Background: an optimization exercise with open tools, aiming at small area. Do not read the settings as production practice.
Only simulation tests tie the RTL to the original design; equivalence was not proved.
Power and IR drop assume default switching activity.

## design/flow/run.sh

```bash
#!/bin/bash
# synth_recipe.tcl (not shown) runs the flow's synth.tcl, then flattens the netlist and writes it again
# the make line also repeats each setting of config.mk as NAME=value (left out here)
make -C /OpenROAD-flow-scripts/flow DESIGN_CONFIG=/design/flow/config.mk WORK_HOME=/design/flow/orfs CLKGATE_MAP_FILE= SYNTH_SCRIPT=/design/flow/synth_recipe.tcl finish
```

## design/flow/config.mk

```make
export PLATFORM = sky130hd
export DESIGN_NAME = rtc_system
export DESIGN_NICKNAME = rtc_system
export VERILOG_FILES = /design/flow/design.v
export SDC_FILE = /design/flow/constraint.sdc
export NUM_CORES = 4
export LEC_CHECK = 0
export CAP_MARGIN = 20
export CORE_MARGIN = 2
export CORE_UTILIZATION = 40
export SLEW_MARGIN = 20
```

## design/flow/constraint.sdc

```tcl
create_clock -name core_clock -period 20.0 [get_ports {clk}]
set_input_delay 4.0000 -clock core_clock [delete_from_list [all_inputs] [get_ports {clk}]]
set_output_delay 4.0000 -clock core_clock [all_outputs]
set_load 0.01 [all_outputs]
```

## design/flow/design.v

```verilog
`timescale 1ns / 1ps
module key_detect
(
    clk,
    rst_n,
    key_in,
    H2L_Sig,
    L2H_Sig
);
    input clk;
    input rst_n;
    input key_in;
    output H2L_Sig;
    output L2H_Sig;
    parameter T100US = 13'd4_999;
    reg [12:0]count;
    reg isEn;
    always @(posedge clk or negedge rst_n) begin
        if (!rst_n) begin
            count <= 13'd0;
            isEn <= 1'b0;
        end
        else if (count == T100US)
            isEn <= 1'b1;
        else
            count <= count + 1'b1;
    end
    reg H2L_F1;
    reg H2L_F2;
    reg L2H_F1;
    reg L2H_F2;
    always @(posedge clk or negedge rst_n) begin
        if (!rst_n) begin
            H2L_F1 <= 1'b1;
            H2L_F2 <= 1'b1;
            L2H_F1 <= 1'b0;
            L2H_F2 <= 1'b0;
        end
        else begin
            H2L_F1 <= key_in;
            H2L_F2 <= H2L_F1;
            L2H_F1 <= key_in;
            L2H_F2 <= L2H_F1;
        end
    end
    assign H2L_Sig = isEn ? (!H2L_F1 & H2L_F2) : 1'b0;
    assign L2H_Sig = isEn ? (L2H_F1 & !L2H_F2) : 1'b0;
endmodule
`timescale 1ns / 1ps
module key_delay
(
    clk,
    rst_n,
    H2L_Sig,
    L2H_Sig,
    key_out
);
    input clk;
    input rst_n;
    input H2L_Sig;
    input L2H_Sig;
    output key_out;
    parameter T1MS = 16'd49_999;
    reg [15:0]count;
    always @(posedge clk or negedge rst_n) begin
        if (!rst_n)
            count <= 16'd0;
        else if (count == T1MS)
            count <= 16'd0;
        else if (isCount)
            count <= count + 1'b1;
        else
            count <= 16'd0;
    end
    reg [6:0]count_ms;
    always @(posedge clk or negedge rst_n) begin
        if (!rst_n)
            count_ms <= 7'd0;
        else if (count_ms == rTime)
            count_ms <= 7'd0;
        else if(count == T1MS)
            count_ms <= count_ms + 1'b1;
    end
    reg isCount;
    reg [7:0]rTime;
    reg rKey;
    reg [1:0]i;
    always @(posedge clk or negedge rst_n) begin
        if (!rst_n) begin
            i <= 2'd0;
            isCount <= 1'b0;
            rTime <= 7'd127;
            rKey <= 1'b0;
        end
        else begin
            case(i)
                0:
                    if (H2L_Sig)
                        i <= 2'd1;       
                    else if (L2H_Sig)
                        i <= 2'd3;       
                1:
                    if (count_ms == rTime) begin
                        isCount <= 1'b0;
                        rKey <= 1'b1;    
                        i <= 2'd2;
                    end
                    else begin
                        isCount <= 1'b1;
                        rTime <= 7'd20;  
                    end
                2:
                    begin
                        rKey <= 1'b0;    
                        i <= 2'd0;
                    end
                3:
                    if (count_ms == rTime) begin
                        isCount <= 1'b0;  
                        i <= 2'd0;
                    end
                    else begin
                        isCount <= 1'b1;
                        rTime <= 7'd20;  
                    end
            endcase
        end
    end
    assign key_out = rKey;
endmodule
`timescale 1ns / 1ps
module key_debounce
(
    clk,
    rst_n,
    key_in,
    key_out
);
    input clk;
    input rst_n;
    input key_in;
    output key_out;
    wire H2L_Sig;
    wire L2H_Sig;
    key_detect D1
    (
        .clk(clk),
        .rst_n(rst_n),
        .key_in(key_in),
        .H2L_Sig(H2L_Sig),
        .L2H_Sig(L2H_Sig)
    );
    key_delay D2
    (
        .clk(clk),
        .rst_n(rst_n),
        .H2L_Sig(H2L_Sig),
        .L2H_Sig(L2H_Sig),
        .key_out(key_out)
    );
endmodule
`timescale 1ns / 1ps
module keys_interface
(
    input clk,
    input rst_n,
    input [3:0] key_in,
    output [3:0] key_out
);
    key_debounce K1
    (
        .clk(clk),
        .rst_n(rst_n),
        .key_in(key_in[0]),
        .key_out(key_out[0])
    );
    key_debounce K2
    (
        .clk(clk),
        .rst_n(rst_n),
        .key_in(key_in[1]),
        .key_out(key_out[1])
    );
    key_debounce K3
    (
        .clk(clk),
        .rst_n(rst_n),
        .key_in(key_in[2]),
        .key_out(key_out[2])
    );
    key_debounce K4
    (
        .clk(clk),
        .rst_n(rst_n),
        .key_in(key_in[3]),
        .key_out(key_out[3])
    );
endmodule
`timescale 1ns / 1ps
module smg_control_module
(
    clk,
    rst_n,
    number_sig,
    number_data
);
    input clk;
    input rst_n;
    input [23:0]number_sig;
    output [3:0]number_data;
    localparam T1MS = 16'd49_999;
    reg [15:0]count;
    always @(posedge clk or negedge rst_n) begin
        if (!rst_n)
            count <= 16'd0;
        else if (count == T1MS)
            count <= 16'd0;
        else
            count <= count + 1'b1;
    end
    reg [2:0]i;
    reg [3:0]rData;
    always @(posedge clk or negedge rst_n)
    begin
        if (!rst_n) begin
            i <= 3'd0;
            rData <= 4'd0;
        end
        else begin
            case(i)
                0:
                    if (count == T1MS)
                        i <= i + 1'b1;
                    else
                        rData <= number_sig[23:20];
                1:
                    if (count == T1MS)
                        i <= i + 1'b1;
                    else
                        rData <= number_sig[19:16];
                2:
                    if (count == T1MS)
                        i <= i + 1'b1;
                    else
                        rData <= number_sig[15:12];
                3:
                    if (count == T1MS)
                        i <= i + 1'b1;
                    else
                        rData <= number_sig[11:8];
                4:
                    if (count == T1MS)
                        i <= i + 1'b1;
                    else
                        rData <= number_sig[7:4];
                5:
                    if (count == T1MS)
                        i <= 3'd0;
                    else
                        rData <= number_sig[3:0];
            endcase
        end
    end
    assign number_data = rData;
endmodule
`timescale 1ns / 1ps
module smg_encode_module(
    clk,
    rst_n,
    number_data,
    smg_data
    );
    input clk;
    input rst_n;
    input [3:0]number_data;
    output [7:0]smg_data;
    parameter _0 = 8'b1100_0000;
    parameter _1 = 8'b1111_1001;
    parameter _2 = 8'b1010_0100;
    parameter _3 = 8'b1011_0000;
    parameter _4 = 8'b1001_1001;
    parameter _5 = 8'b1001_0010;
    parameter _6 = 8'b1000_0010;
    parameter _7 = 8'b1111_1000;
    parameter _8 = 8'b1000_0000;
    parameter _9 = 8'b1001_0000;
    parameter _a = 8'b1000_1000;
    parameter _b = 8'b1000_0011;
    parameter _c = 8'b1100_0110;
    parameter _d = 8'b1010_0001;
    parameter _e = 8'b1000_0110;
    parameter _f = 8'b1000_1110;
    parameter _z = 8'b1111_1111;
    reg [7:0]rSmg;
    always @(posedge clk or negedge rst_n) begin
        if (!rst_n)
            rSmg <= _z;
        else
            case(number_data)
                4'd0:  rSmg<= _0;
                4'd1:  rSmg<= _1;
                4'd2:  rSmg<= _2;
                4'd3:  rSmg<= _3;
                4'd4:  rSmg<= _4;
                4'd5:  rSmg<= _5;
                4'd6:  rSmg<= _6;
                4'd7:  rSmg<= _7;
                4'd8:  rSmg<= _8;
                4'd9:  rSmg<= _9;
                4'd10: rSmg<= _a;
                4'd11: rSmg<= _b;
                4'd12: rSmg<= _c;
                4'd13: rSmg<= _d;
                4'd14: rSmg<= _e;
                4'd15: rSmg<= _f;
            endcase
    end
    assign smg_data = rSmg;
endmodule
`timescale 1ns / 1ps
module smg_scan_module(
    clk,
    rst_n,
    scan_sig
    );
    input clk;
    input rst_n;
    output [5:0]scan_sig;
    localparam T1MS = 16'd49_999;
    reg [15:0]count;
    always @(posedge clk or negedge rst_n) begin
        if (!rst_n)
            count <= 16'd0;
        else if (count == T1MS)
            count <= 16'd0;
        else
            count <= count + 1'b1;
    end
    reg [2:0]i;
    reg [5:0]rScan;
    always @(posedge clk or negedge rst_n) begin
        if (!rst_n) begin
            i <= 3'd0;
            rScan <= 6'b11_1111;
        end
        else
            case(i)
                0:
                    if(count == T1MS)
                        i <= i + 1'b1;
                    else
                        rScan <= 6'b01_1111;
                1:
                    if(count == T1MS)
                        i <= i + 1'b1;
                    else
                        rScan <= 6'b10_1111;
                2:
                    if(count == T1MS)
                        i <= i + 1'b1;
                    else
                        rScan <= 6'b11_0111;
                3:
                    if(count == T1MS)
                        i <= i + 1'b1;
                    else
                        rScan <= 6'b11_1011;
                4:
                    if(count == T1MS)
                        i <= i + 1'b1;
                    else
                        rScan <= 6'b11_1101;
                5:
                    if(count == T1MS)
                        i <= 3'd0;
                    else
                        rScan <= 6'b11_1110;
            endcase
    end
    assign scan_sig = rScan;
endmodule
`timescale 1ns / 1ps
module smg_interface
(
    input clk,
    input rst_n,
    input [23:0] number_sig,
    output [7:0] smg_data,
    output [5:0] scan_sig
);
    wire [3:0] number_data;
    smg_control_module S1
    (
        .clk(clk),
        .rst_n(rst_n),
        .number_sig(number_sig),
        .number_data(number_data)
    );
    smg_encode_module S2
    (
        .clk(clk),
        .rst_n(rst_n),
        .number_data(number_data),
        .smg_data(smg_data)
    );
    smg_scan_module S3
    (
        .clk(clk),
        .rst_n(rst_n),
        .scan_sig(scan_sig)
    );
endmodule
module ds1302_function
(
    input clk,
    input rst_n,
    input [1:0] func_start,
    output reg func_done,
    input [7:0] register_addr,
    input [7:0] write_data,
    output reg [7:0] read_data,
    output reg rtc_sclk,
    output reg rtc_rst,
    input rtc_sio_i,
    output rtc_sio_o,
    output rtc_sio_oe
);
    parameter T0P5US = 5'd24;
    reg [4:0] count;
    always @(posedge clk or negedge rst_n)
    begin
        if(!rst_n)
            count <= 5'd0;
        else if(count == T0P5US)
            count <= 5'd0;
        else if(func_start[1] == 1'b1 | func_start[0] == 1'b1)
            count <= count + 1'b1;
        else
            count <= 5'd0;
    end
    reg [5:0] i;
    reg [5:0] go;
    reg isOut;
    reg rSIO;
    reg [7:0] rData;
    always @(posedge clk or negedge rst_n)
    begin
        if(!rst_n)
        begin
            i <= 6'd0;
            go <= 6'd0;
            isOut <= 1'b1;
            rSIO <= 1'b0;
            rData <= 8'd0;
            func_done <= 1'b0;
            read_data <= 8'd0;
            rtc_sclk <= 1'b0;
            rtc_rst <= 1'b0;
        end
        else if(func_start[1])  
        begin
            case(i)
                0:  
                    begin
                        i <= 2;
                        go <= i + 1;
                        isOut <= 1'b1;
                        rData <= register_addr;
                        rtc_sclk <= 1'b0;
                        rtc_rst <= 1'b1;
                    end
                1:  
                    begin
                        i <= 2;
                        go <= 19;
                        isOut <= 1'b1;
                        rData <= write_data;
                        rtc_sclk <= 1'b0;
                        rtc_rst <= 1'b1;
                    end
                2,4,6,8,10,12,14,16:
                    if(count == T0P5US)
                        i <= i + 1;
                    else
                    begin
                        rtc_sclk <= 1'b0;
                        rSIO <= rData[(i-2)>>1];  
                    end
                3,5,7,9,11,13,15,17:
                    if(count == T0P5US)
                        i <= i + 1'b1;
                    else
                        rtc_sclk <= 1'b1;
                18:
                    begin
                        i <= go;
                    end
                19:
                    begin
                        rtc_rst <= 1'b0;
                        i <= 20;
                    end
                20:
                    begin
                        func_done <= 1'b1;
                        i <= 21;
                    end
                21:
                    begin
                        func_done <= 1'b0;
                        i <= 0;
                    end
                default: i <= 0;
            endcase
        end
        else if(func_start[0])  
        begin
            case(i)
                0:
                    begin
                        i <= 1;
                        isOut <= 1'b1;
                        rData <= register_addr;
                        rtc_sclk <= 1'b0;
                        rtc_rst <= 1'b1;
                    end
                1,3,5,7,9,11,13,15:
                    if(count == T0P5US)
                        i <= i + 1;
                    else
                    begin
                        rtc_sclk <= 1'b0;
                        rSIO <= rData[(i-1)>>1];  
                    end
                2,4,6,8,10,12,14,16:
                    if(count == T0P5US)
                        i <= i + 1;
                    else
                        rtc_sclk <= 1'b1;
                17:
                    begin
                        i <= 18;
                        isOut <= 1'b0;
                    end
                18,20,22,24,26,28,30,32:
                    if(count == T0P5US)
                        i <= i + 1;
                    else
                    begin
                        rtc_sclk <= 1'b0;  
                        read_data[(i-18)>>1] <= rtc_sio_i;  
                    end
                19,21,23,25,27,29,31,33:
                    if(count == T0P5US)
                        i <= i + 1;
                    else
                        rtc_sclk <= 1'b1;
                34:
                    begin
                        rtc_rst <= 1'b0;
                        i <= 35;
                    end
                35:
                    begin
                        func_done <= 1'b1;
                        i <= 36;
                    end
                36:
                    begin
                        func_done <= 1'b0;
                        i <= 0;
                    end
                default: i <= 0;
            endcase
        end
    end
    assign rtc_sio_o = rSIO;
    assign rtc_sio_oe = isOut;
endmodule
module ds1302_command
(
    input clk,
    input rst_n,
    input [7:0] cmd_sig,
    output reg cmd_done,
    input [7:0]time_write_data,
    output reg [7:0] time_read_data,
    input func_done,
    output reg [1:0] func_start,
    input [7:0] read_data,
    output reg [7:0] register_addr,
    output reg [7:0] write_data
);
    parameter write_unprotect       = 8'b1000_0000;
    parameter write_hour            = 8'b0100_0000;
    parameter write_minute          = 8'b0010_0000;
    parameter write_second          = 8'b0001_0000;
    parameter write_protect         = 8'b0000_1000;
    parameter read_hour             = 8'b0000_0100;
    parameter read_minute           = 8'b0000_0010;
    parameter read_second           = 8'b0000_0001;
    always @(posedge clk or negedge rst_n)
    begin
        if(!rst_n)
        begin
            register_addr <= 8'd0;
            write_data <= 8'd0;
        end
        else
        begin
            case(cmd_sig)
                write_unprotect:
                    begin
                        register_addr <= {2'b10, 5'd7, 1'b0};
                        write_data <= 8'h00;
                    end
                write_hour:  
                    begin
                        register_addr <= {2'b10, 5'd2, 1'b0};
                        write_data <= time_write_data;
                    end
                write_minute:  
                    begin
                        register_addr <= {2'b10, 5'd1, 1'b0};
                        write_data <= time_write_data;
                    end
                write_second:  
                    begin
                        register_addr <= {2'b10, 5'd0, 1'b0};
                        write_data <= time_write_data;
                    end
                write_protect:
                    begin
                        register_addr <= {2'b10, 5'd7, 1'b0};
                        write_data <= 8'h80;
                    end
                read_hour:
                    begin
                        register_addr <= {2'b10, 5'd2, 1'b1};
                    end
                read_minute:
                    begin
                        register_addr <= {2'b10, 5'd1, 1'b1};
                    end
                read_second:
                    begin
                        register_addr <= {2'b10, 5'd0, 1'b1};
                    end
            endcase
        end
    end
    reg [3:0] i;
    always @(posedge clk or negedge rst_n)
    begin
        if(!rst_n)
        begin
            i <= 4'd0;
            func_start <= 2'b00;
            cmd_done <= 1'b0;
            time_read_data <= 8'd0;
        end
        else if(cmd_sig[7:3])  
        begin
            case(i)
                0:
                    if(func_done)
                    begin
                        i <= 1;
                        func_start <= 2'b00;
                    end
                    else
                        func_start <= 2'b10;
                1:
                    begin
                        i <= 2;
                        cmd_done <= 1'b1;
                    end
                2:
                    begin
                        i <= 0;
                        cmd_done <= 1'b0;
                    end
            endcase
        end
        else if(cmd_sig[2:0])  
        begin
            case(i)
                0:
                    if(func_done)
                    begin
                        i <= 1;
                        func_start <= 2'b00;
                        time_read_data <= read_data;
                    end
                    else
                        func_start <= 2'b01;
                1:
                    begin
                        i <= 2;
                        cmd_done <= 1'b1;
                    end
                2:
                    begin
                        i <= 0;
                        cmd_done <= 1'b0;
                    end
            endcase
        end
    end
endmodule
module ds1302_module
(
    input clk,
    input rst_n,
    input [7:0] cmd_sig,
    output cmd_done,
    input [7:0]time_write_data,
    output [7:0] time_read_data,
    output rtc_sclk,
    output rtc_rst,
    input rtc_sio_i,
    output rtc_sio_o,
    output rtc_sio_oe
);
    wire [1:0] func_start;
    wire func_done;
    wire [7:0] register_addr;
    wire [7:0] write_data;
    wire [7:0] read_data;
    ds1302_function u1
    (
        .clk(clk),
        .rst_n(rst_n),
        .func_start(func_start),
        .func_done(func_done),
        .register_addr(register_addr),
        .write_data(write_data),
        .read_data(read_data),
        .rtc_sclk(rtc_sclk),
        .rtc_rst(rtc_rst),
        .rtc_sio_i(rtc_sio_i),
        .rtc_sio_o(rtc_sio_o),
        .rtc_sio_oe(rtc_sio_oe)
    );
    ds1302_command u2
    (
        .clk(clk),
        .rst_n(rst_n),
        .cmd_sig(cmd_sig),
        .cmd_done(cmd_done),
        .time_write_data(time_write_data),
        .time_read_data(time_read_data),
        .func_done(func_done),
        .func_start(func_start),
        .read_data(read_data),
        .register_addr(register_addr),
        .write_data(write_data)
    );
endmodule
module rtc_control
(
    input clk,
    input rst_n,
    input [3:0] rtc_config,
    output [23:0] rtc_time,
    input cmd_done,
    output reg [7:0] cmd_sig,
    input [7:0] time_read_data,
    output reg [7:0] time_write_data,
    output config_sig
);
    parameter write_unprotect       = 8'b1000_0000;
    parameter write_hour            = 8'b0100_0000;
    parameter write_minute          = 8'b0010_0000;
    parameter write_second          = 8'b0001_0000;
    parameter write_protect         = 8'b0000_1000;
    parameter read_hour             = 8'b0000_0100;
    parameter read_minute           = 8'b0000_0010;
    parameter read_second           = 8'b0000_0001;
    reg isConfig;  
    always @(posedge clk or negedge rst_n)
    begin
        if(!rst_n)
            isConfig <= 1'b0;
        else if(rtc_config[3])
            isConfig <= ~isConfig;
    end
    assign config_sig = isConfig;
    reg [5:0] i;             
    reg [5:0] go;            
    reg [7:0] hour;          
    reg [7:0] minute;        
    reg [7:0] second;        
    reg [7:0] temp;          
    reg [7:0] comp;          
    always @(posedge clk or negedge rst_n)
    begin
        if(!rst_n)
        begin
            i <= 6'd0;
            go <= 6'd0;
            cmd_sig <= 8'd0;
            time_write_data <= 8'd0;
            hour <= 8'd0;
            minute <= 8'd0;
            second <= 8'd0;
            temp <= 8'd0;
            comp <= 8'd0;
        end
        else
        begin
            case(i)
                0:
                begin  
                    if(cmd_done)
                    begin
                        i <= 1;
                        cmd_sig <= 8'd0;
                        hour <= time_read_data;
                    end
                    else
                        cmd_sig <= read_hour;
                end
                1:
                begin  
                    if(cmd_done)
                    begin
                        i <= 2;
                        cmd_sig <= 8'd0;
                        minute <= time_read_data;
                    end
                    else
                        cmd_sig <= read_minute;
                end
                2:
                begin  
                    if(cmd_done)
                    begin
                        i <= 3;
                        cmd_sig <= 8'd0;
                        second <= time_read_data;
                    end
                    else
                        cmd_sig <= read_second;
                end
                3:
                begin  
                    if(cmd_done)
                    begin
                        i <= 4;
                        cmd_sig <= 8'd0;
                    end
                    else
                        cmd_sig <= write_unprotect;
                end
                4:
                begin  
                    if(cmd_done)
                    begin
                        i <= 5;
                        cmd_sig <= 8'd0;
                    end
                    else
                    begin
                        cmd_sig <= write_hour;
                        time_write_data <= hour;
                    end
                end
                5:
                begin  
                    if(cmd_done)
                    begin
                        i <= 6;
                        cmd_sig <= 8'd0;
                    end
                    else
                    begin
                        cmd_sig <= write_minute;
                        time_write_data <= minute;
                    end
                end
                6:
                begin  
                    if(cmd_done)
                    begin
                        i <= 7;
                        cmd_sig <= 8'd0;
                    end
                    else
                    begin
                        cmd_sig <= write_second;
                        time_write_data <= (second & 8'h7F);  
                    end
                end
                7:
                begin  
                    if(cmd_done)
                    begin
                        i <= 8;
                        cmd_sig <= 8'd0;
                    end
                    else
                        cmd_sig <= write_protect;
                end
                8:
                begin  
                    if(isConfig)
                        i <= 12;
                    else
                        i <= 9;
                end
                9:
                begin  
                    if(cmd_done)
                    begin
                        i <= 10;
                        cmd_sig <= 8'd0;
                        hour <= time_read_data;
                    end
                    else
                        cmd_sig <= read_hour;
                end
                10:
                begin  
                    if(cmd_done)
                    begin
                        i <= 11;
                        cmd_sig <= 8'd0;
                        minute <= time_read_data;
                    end
                    else
                        cmd_sig <= read_minute;
                end
               11:
                begin  
                    if(cmd_done)
                    begin
                        i <= 8;
                        cmd_sig <= 8'd0;
                        second <= time_read_data;
                    end
                    else
                        cmd_sig <= read_second;
                end
                12:
                begin  
                    if(cmd_done)
                    begin
                        i <= 13;
                        cmd_sig <= 8'd0;
                    end
                    else
                        cmd_sig <= write_unprotect;
                end
                13:
                begin  
                    if(cmd_done)
                    begin
                        i <= 14;
                        cmd_sig <= 8'd0;
                        temp <= hour;  
                    end
                    else
                    begin
                        cmd_sig <= write_second;
                        time_write_data <= 8'h80;  
                    end
                end
                14:
                begin  
                    if(!isConfig)  
                        i <= 4;
                    else if(rtc_config[2])  
                    begin
                        i <= 17;
                        go <= 14;
                        temp <= hour;
                        comp <= 8'h23;
                    end
                    else if(rtc_config[1])  
                    begin
                        i <= 20;
                        go <= 14;
                        temp <= hour;
                    end
                    else if(rtc_config[0])  
                    begin
                        i <= 15;
                        temp <= minute;
                    end
                    else
                        hour <= temp;  
                end
                15:
                begin  
                    if(!isConfig)  
                        i <= 4;
                    else if(rtc_config[2])  
                    begin
                        i <= 17;
                        go <= 15;
                        temp <= minute;
                        comp <= 8'h59;
                    end
                    else if(rtc_config[1])  
                    begin
                        i <= 20;
                        go <= 15;
                        temp <= minute;
                    end
                    else if(rtc_config[0])  
                    begin
                        i <= 16;
                        temp <= second;
                    end
                    else
                        minute <= temp;
                end
                16:
                begin  
                    if(!isConfig)  
                        i <= 4;
                    else if(rtc_config[2])  
                    begin
                        i <= 17;
                        go <= 16;
                        temp <= second;
                        comp <= 8'h59;
                    end
                    else if(rtc_config[1])  
                    begin
                        i <= 20;
                        go <= 16;
                        temp <= second;
                    end
                    else if(rtc_config[0])  
                    begin
                        i <= 14;
                        temp <= hour;
                    end
                    else
                        second <= temp;
                end
                17:  
                begin
                    if(temp < comp)
                    begin
                        temp <= temp + 1'b1;
                        i <= 18;
                    end
                    else
                    begin
                        hour <= temp;
                        i <= go;
                    end
                end
                18:
                begin
                    if(temp[3:0] > 4'd9)
                    begin
                        temp <= {temp[7:4]+1'b1, 4'd0};
                        i <= 19;
                    end
                    else
                        i <= 19;
                end
                19:
                begin
                    if(temp[7:4] > comp[7:4])
                    begin
                        temp <= comp;
                        i <= go;
                    end
                    else
                        i <= go;
                end
                20:  
                begin
                    if(temp[3:0] > 0)
                    begin
                        temp[3:0] <= temp[3:0] - 1'b1;
                        i <= go;
                    end
                    else if(temp[3:0] == 0 & temp[7:4] > 0)
                    begin
                        temp <= {temp[7:4]-1'b1, 4'd9};
                        i <= go;
                    end
                    else
                    begin
                        temp <= 8'h00;
                        i <= go;
                    end
                end
            endcase
        end
    end
    assign rtc_time = {hour, minute, second};
endmodule
module rtc_interface
(
    input clk,
    input rst_n,
    input [3:0] rtc_config,
    output [23:0] rtc_time,
    output rtc_sclk,
    output rtc_rst,
    input rtc_sio_i,
    output rtc_sio_o,
    output rtc_sio_oe,
    output config_sig    
);
    wire cmd_done;
    wire [7:0] cmd_sig;
    wire [7:0] time_read_data;
    wire [7:0] time_write_data;
    rtc_control u1
    (
        .clk(clk),
        .rst_n(rst_n),
        .rtc_config(rtc_config),
        .rtc_time(rtc_time),
        .cmd_done(cmd_done),
        .cmd_sig(cmd_sig),
        .time_read_data(time_read_data),
        .time_write_data(time_write_data),
        .config_sig(config_sig)
    );
    ds1302_module u2
    (
        .clk(clk),
        .rst_n(rst_n),
        .cmd_sig(cmd_sig),
        .cmd_done(cmd_done),
        .time_write_data(time_write_data),
        .time_read_data(time_read_data),
        .rtc_sclk(rtc_sclk),
        .rtc_rst(rtc_rst),
        .rtc_sio_i(rtc_sio_i),
        .rtc_sio_o(rtc_sio_o),
        .rtc_sio_oe(rtc_sio_oe)
    );
endmodule
module rtc_system
(
    input clk,
    input rst_n,
    input [3:0] key_in,
    output rtc_sclk,
    input rtc_sio_i,
    output rtc_sio_o,
    output rtc_sio_oe,
    output rtc_rst,
    output [7:0] smg_data,
    output [5:0] scan_sig,
    output config_sig
);
    wire [3:0] key_out;
    wire [23:0] rtc_time;
    keys_interface u1
    (
        .clk(clk),
        .rst_n(rst_n),
        .key_in(key_in),
        .key_out(key_out)
    );
    rtc_interface u2
    (
        .clk(clk),
        .rst_n(rst_n),
        .rtc_config(key_out),
        .rtc_time(rtc_time),
        .rtc_sclk(rtc_sclk),
        .rtc_rst(rtc_rst),
        .rtc_sio_i(rtc_sio_i),
        .rtc_sio_o(rtc_sio_o),
        .rtc_sio_oe(rtc_sio_oe),
        .config_sig(config_sig)
    );
    smg_interface u3
    (
        .clk(clk),
        .rst_n(rst_n),
        .number_sig(rtc_time),
        .smg_data(smg_data),
        .scan_sig(scan_sig)
    );
endmodule
```

==> key figures <==
Drt
  • Routed wire length: 43.80 mm
  • DR WL/cell: 15.95 um
  • DRC viols: 0
  • Routed Antenna Nets: 0
  • Number of DRC markers in iteration 0: 1237
  • Total iterations of the first detailed-routing run: 6
  • Routed via count: 15230
  • Vias/cell: 5.542

Timing
  • RSZ-0062 raised after global routing: false
  • Setup tns final: 0 ns
  • Worst Skew: 0.02257 ns
  • Slew Viols, Final: 0
  • Worst slew pin tran: 1.110 ns
  • Relative slew slack: 25.87%
  • Final setup fails: 0
  • Final period util: 29.21%
  • Min Tclk post-route: 5.841 ns
  • Final hold viol count: 0
  • Achievable Freq: 171.2 MHz

Hold path
  • Hold crit path type: reg -> reg

Synthesis
  • Syn nets: 2154
  • Seq/Total Area, Yosys: 45.63%
  • Mapped Area: 19980 um^2
  • Fraction of post-synthesis cell area in the top cell type by area: 42.21%
  • Seq cells post-synth: 363
  • Asr flop ratio synth: 100.0%
  • Synth Instances: 2070
  • Post-synth cell types: 96
  • Mean post-synth cell area: 9.651 um^2
  • Leading area contributor after synthesis: dfrtp_1
  • Post-synth EDFFs: 0
  • Synth top area cells: dfrtp_1, ha_1, nor2_1, xnor2_1, xor2_1
  • Most used DFF post-synth: dfrtp_1
  • Yosys warnings: 8

Global route
  • Largest net degree at the start of global routing: 113
  • Initial antenna violation count: 0
  • Vias in the first global route: 14600
  • GRT Total Usage: 17.36%
  • First-pass GRT wire length: 74.52 mm
  • Total grt overflow: 0

Critical path
  • Critical Path End: config_sig
  • Crit path launch: u2.u1.isConfig$_DFFE_PN0P_
  • WS Path Type: reg -> out
  • Critical path's top delay family: buffers and inverters
  • CP Depth: 1
  • Critical Path AT: 1.84 ns
  • Slowest CP cell: clkdlybuf4s50_1
  • CP endpoint kind: output pin
  • CP Max Fanout: 14
  • Flop2flop setup slack: 15.23 ns
  • Worst r2r path cells: 13
  • CP Launch Type: flip-flop
  • Crit path buffers/inverters: 1
  • Reg2reg start: u2.u2.u1.i[3]$_DFFE_PN0P_
  • Reg-to-Reg End: u2.u2.u1.read_data[2]$_DFFE_PN0P_
  • Slowest stage delay, CP: 0.68 ns
  • CP Cell Sequence: clkdlybuf4s50_1
  • CP required: 16.00 ns

Place
  • Final GP Congestion: 0.9156
  • DP HPWL: 30.13 mm
  • DP Cell Count: 2672
  • Port buffer count: 24

Clock tree
  • Clock root buffer: clkbuf_16
  • PostCTS Resize Cnt: 0
  • Bufs on Longest Clock Path: 3
  • Hold-fix buffers, CTS: 0
  • Clock sinks: 363
  • CTS tree: done
  • Worst-Skew Late Latency: 0.58 ns
  • Clock-pin slew on the worst setup and hold paths: 0.06 ns
  • Max H-tree Level: 2
  • Post-CTS setup repair buffer count: 0
  • Total CTS buffers: 41

Power
  • Cell Int Power: 1.188 mW
  • Comb power frac: 1.1%
  • NetSw: 0.3227 mW
  • Pwr per Cell Area: 68.40 nW/um^2
  • Net Sw Frac: 21.36%
  • VDD IR-drop max: 0.06549 mV
  • Leak: 9.581 nW
  • Clock power share: 50.1%
  • Flop pwr share: 48.8%

Floorplan
  • Core footprint: 49150 um^2
  • Die Y: 227.5 um
  • Initial Utilization: 40.64%
  • Die Footprint: 51740 um^2
  • Die X-Extent: 227.5 um
  • Row cnt: 81
  • # IOs: 26

Job
  • Max-cap check violation count: 0

Finish
  • Final #Nets: 2136
  • Most frequent cells in the layout: dfrtp_1, nor2_1, nand2_1
  • Share of cells above drive strength 1: 8.929%
  • Commonest non-fill, non-tap cell in the layout: dfrtp_1
  • Antenna diode count: 0
  • Core Util, Final: 44.94%
  • Area growth syn-to-layout: 10.57%
  • Fin cells: 2747

Run status
  • Status: finished clean
-- synth_stat cells, types with 7 or more instances --
| cell type | instances |
|---|---|
| dfrtp_1 | 337 |
| nand4_1 | 38 |
| a32o_1 | 13 |
| o211ai_1 | 12 |
| buf_2 | 20 |
| or3_1 | 9 |
| nand2b_1 | 21 |
| inv_1 | 64 |
| dfstp_2 | 26 |
| o31ai_1 | 8 |
| and3_1 | 70 |
| nand2_1 | 169 |
| nor2b_1 | 28 |
| a22oi_1 | 21 |
| a21boi_0 | 7 |
| ha_1 | 77 |
| clkbuf_1 | 66 |
| and2_1 | 16 |
| xnor2_1 | 90 |
| nor3_1 | 32 |
| mux2i_1 | 26 |
| a211oi_1 | 16 |
| a31oi_1 | 27 |
| a21oi_1 | 79 |
| nand4b_1 | 8 |
| o21ai_0 | 92 |
| a22o_1 | 24 |
| a221oi_1 | 10 |
| nand3b_1 | 8 |
| nor4_1 | 14 |
| mux2_2 | 46 |
| o22ai_1 | 8 |
| nand3_1 | 93 |
| xor2_1 | 86 |
| nor2_1 | 249 |
| nor4bb_1 | 8 |
| a21o_1 | 11 |
| nor4b_1 | 10 |
-- registers in the layout, indices dropped and copies added, names as in the netlist, 13 cells and up --
| register | count |
|---|---|
| u1.K1.D2.count | 16 |
| u1.K2.D2.count | 16 |
| u1.K3.D2.count | 16 |
| u1.K4.D2.count | 16 |
| u3.S1.count | 16 |
| u3.S3.count | 16 |
| u1.K1.D1.count | 13 |
| u1.K2.D1.count | 13 |
| u1.K3.D1.count | 13 |
| u1.K4.D1.count | 13 |
-- power by group through the flow --
stage               logic (mW)  registers, mW  clock network, mW
floorplan             0.000853          0.751                  0
global placement        0.0179          0.751                  0
detailed placement      0.0185          0.751                  0
CTS                     0.0185          0.738              0.782
global route            0.0206          0.737              0.811
finish                  0.0168          0.738              0.756
-- kinds of logic after synthesis --
group                    synth area share [%]
AO/OA/AOI/OAI                           14.00
XOR/XNOR                                7.716
adder cells (fa/ha/maj)                 4.823
buffers and inverters                   3.301
flip-flops                              45.63
multiplexers                            4.347
other                                 0.01877
AND/OR/NAND/NOR                         20.16
-- area by class of cell --
type | count | area [um^2]
tap | 664 | 830.8
multi-input combinational | 1546 | 10210
clock inverter | 16 | 155.1
clock buffer | 58 | 1210
inverter | 65 | 244.0
timing repair buffer | 35 | 325.3
fill | 4660 | 27060
sequential | 363 | 9116
-- stage by stage --
step / setup slack [ns] / total power, mW / instance area, um^2 / hold slack [ns]
final: 14.16 / 1.511 / 22090 / 0.3665
after CTS: 14.09 / 1.538 / 22080 / 0.3692
after global placement: 14.41 / 0.7687 / 20720 / 0.3583
after detailed placement: 14.34 / 0.7694 / 20720 / 0.3604
after global routing: 14.03 / 1.569 / 22090 / 0.3741
after floorplan: 15.46 / 0.7516 / 19980 / 0.3465
-- worst min-delay path by stage --
stage	start	to	slack, ns	cells after the start
final	u1.K3.D1.H2L_F1$_DFF_PN1_	u1.K3.D1.H2L_F2$_DFF_PN1_	0.37	0
after global routing	u1.K4.D1.H2L_F1$_DFF_PN1_	u1.K4.D1.H2L_F2$_DFF_PN1_	0.37	0
after CTS	u1.K3.D1.H2L_F1$_DFF_PN1_	u1.K3.D1.H2L_F2$_DFF_PN1_	0.37	0
after detailed placement	u1.K3.D1.H2L_F1$_DFF_PN1_	u1.K3.D1.H2L_F2$_DFF_PN1_	0.36	0
after global placement	u1.K3.D1.H2L_F1$_DFF_PN1_	u1.K3.D1.H2L_F2$_DFF_PN1_	0.36	0
after floorplan	u1.K1.D1.L2H_F1$_DFF_PN0_	u1.K1.D1.L2H_F2$_DFF_PN0_	0.35	0
-- layer usage --
layer  part of all wire (%)  vias up  GRT usage [%]
met1                     47     7415          24.51
met5                      0        -              0
met3                    5.1       88          2.956
met4                    2.2        0          5.482
li1                       -     7330              -
met2                     45      392          27.19

## separate check: timing with driven ports
How much do the figures lean on ideal ports? The routed layout below was timed once more, with nothing changed but the port constraints.
Step 1, drivers: a clkbuf_16 drives clk and a buf_2 each remaining input, both assumed.
Step 2 also shifts input and output timing later by t, the mid clock arrival at the registers, as if the neighbouring blocks saw the same clock.
Three values: no drivers, after step 1, after step 2; two values: the first two.
t, ns: 0.620
slack for setup (ns): 14.159 / 14.103 / 14.485
worst setup path after step 2: input, reset recovery
worst slew at a driven data input, ns: 0.05
After both steps setup and hold are still met in this run. The setup slack of this run moves by -0.056 ns with the drivers and by +0.326 ns with both steps. Setup slack includes reset recovery checks.
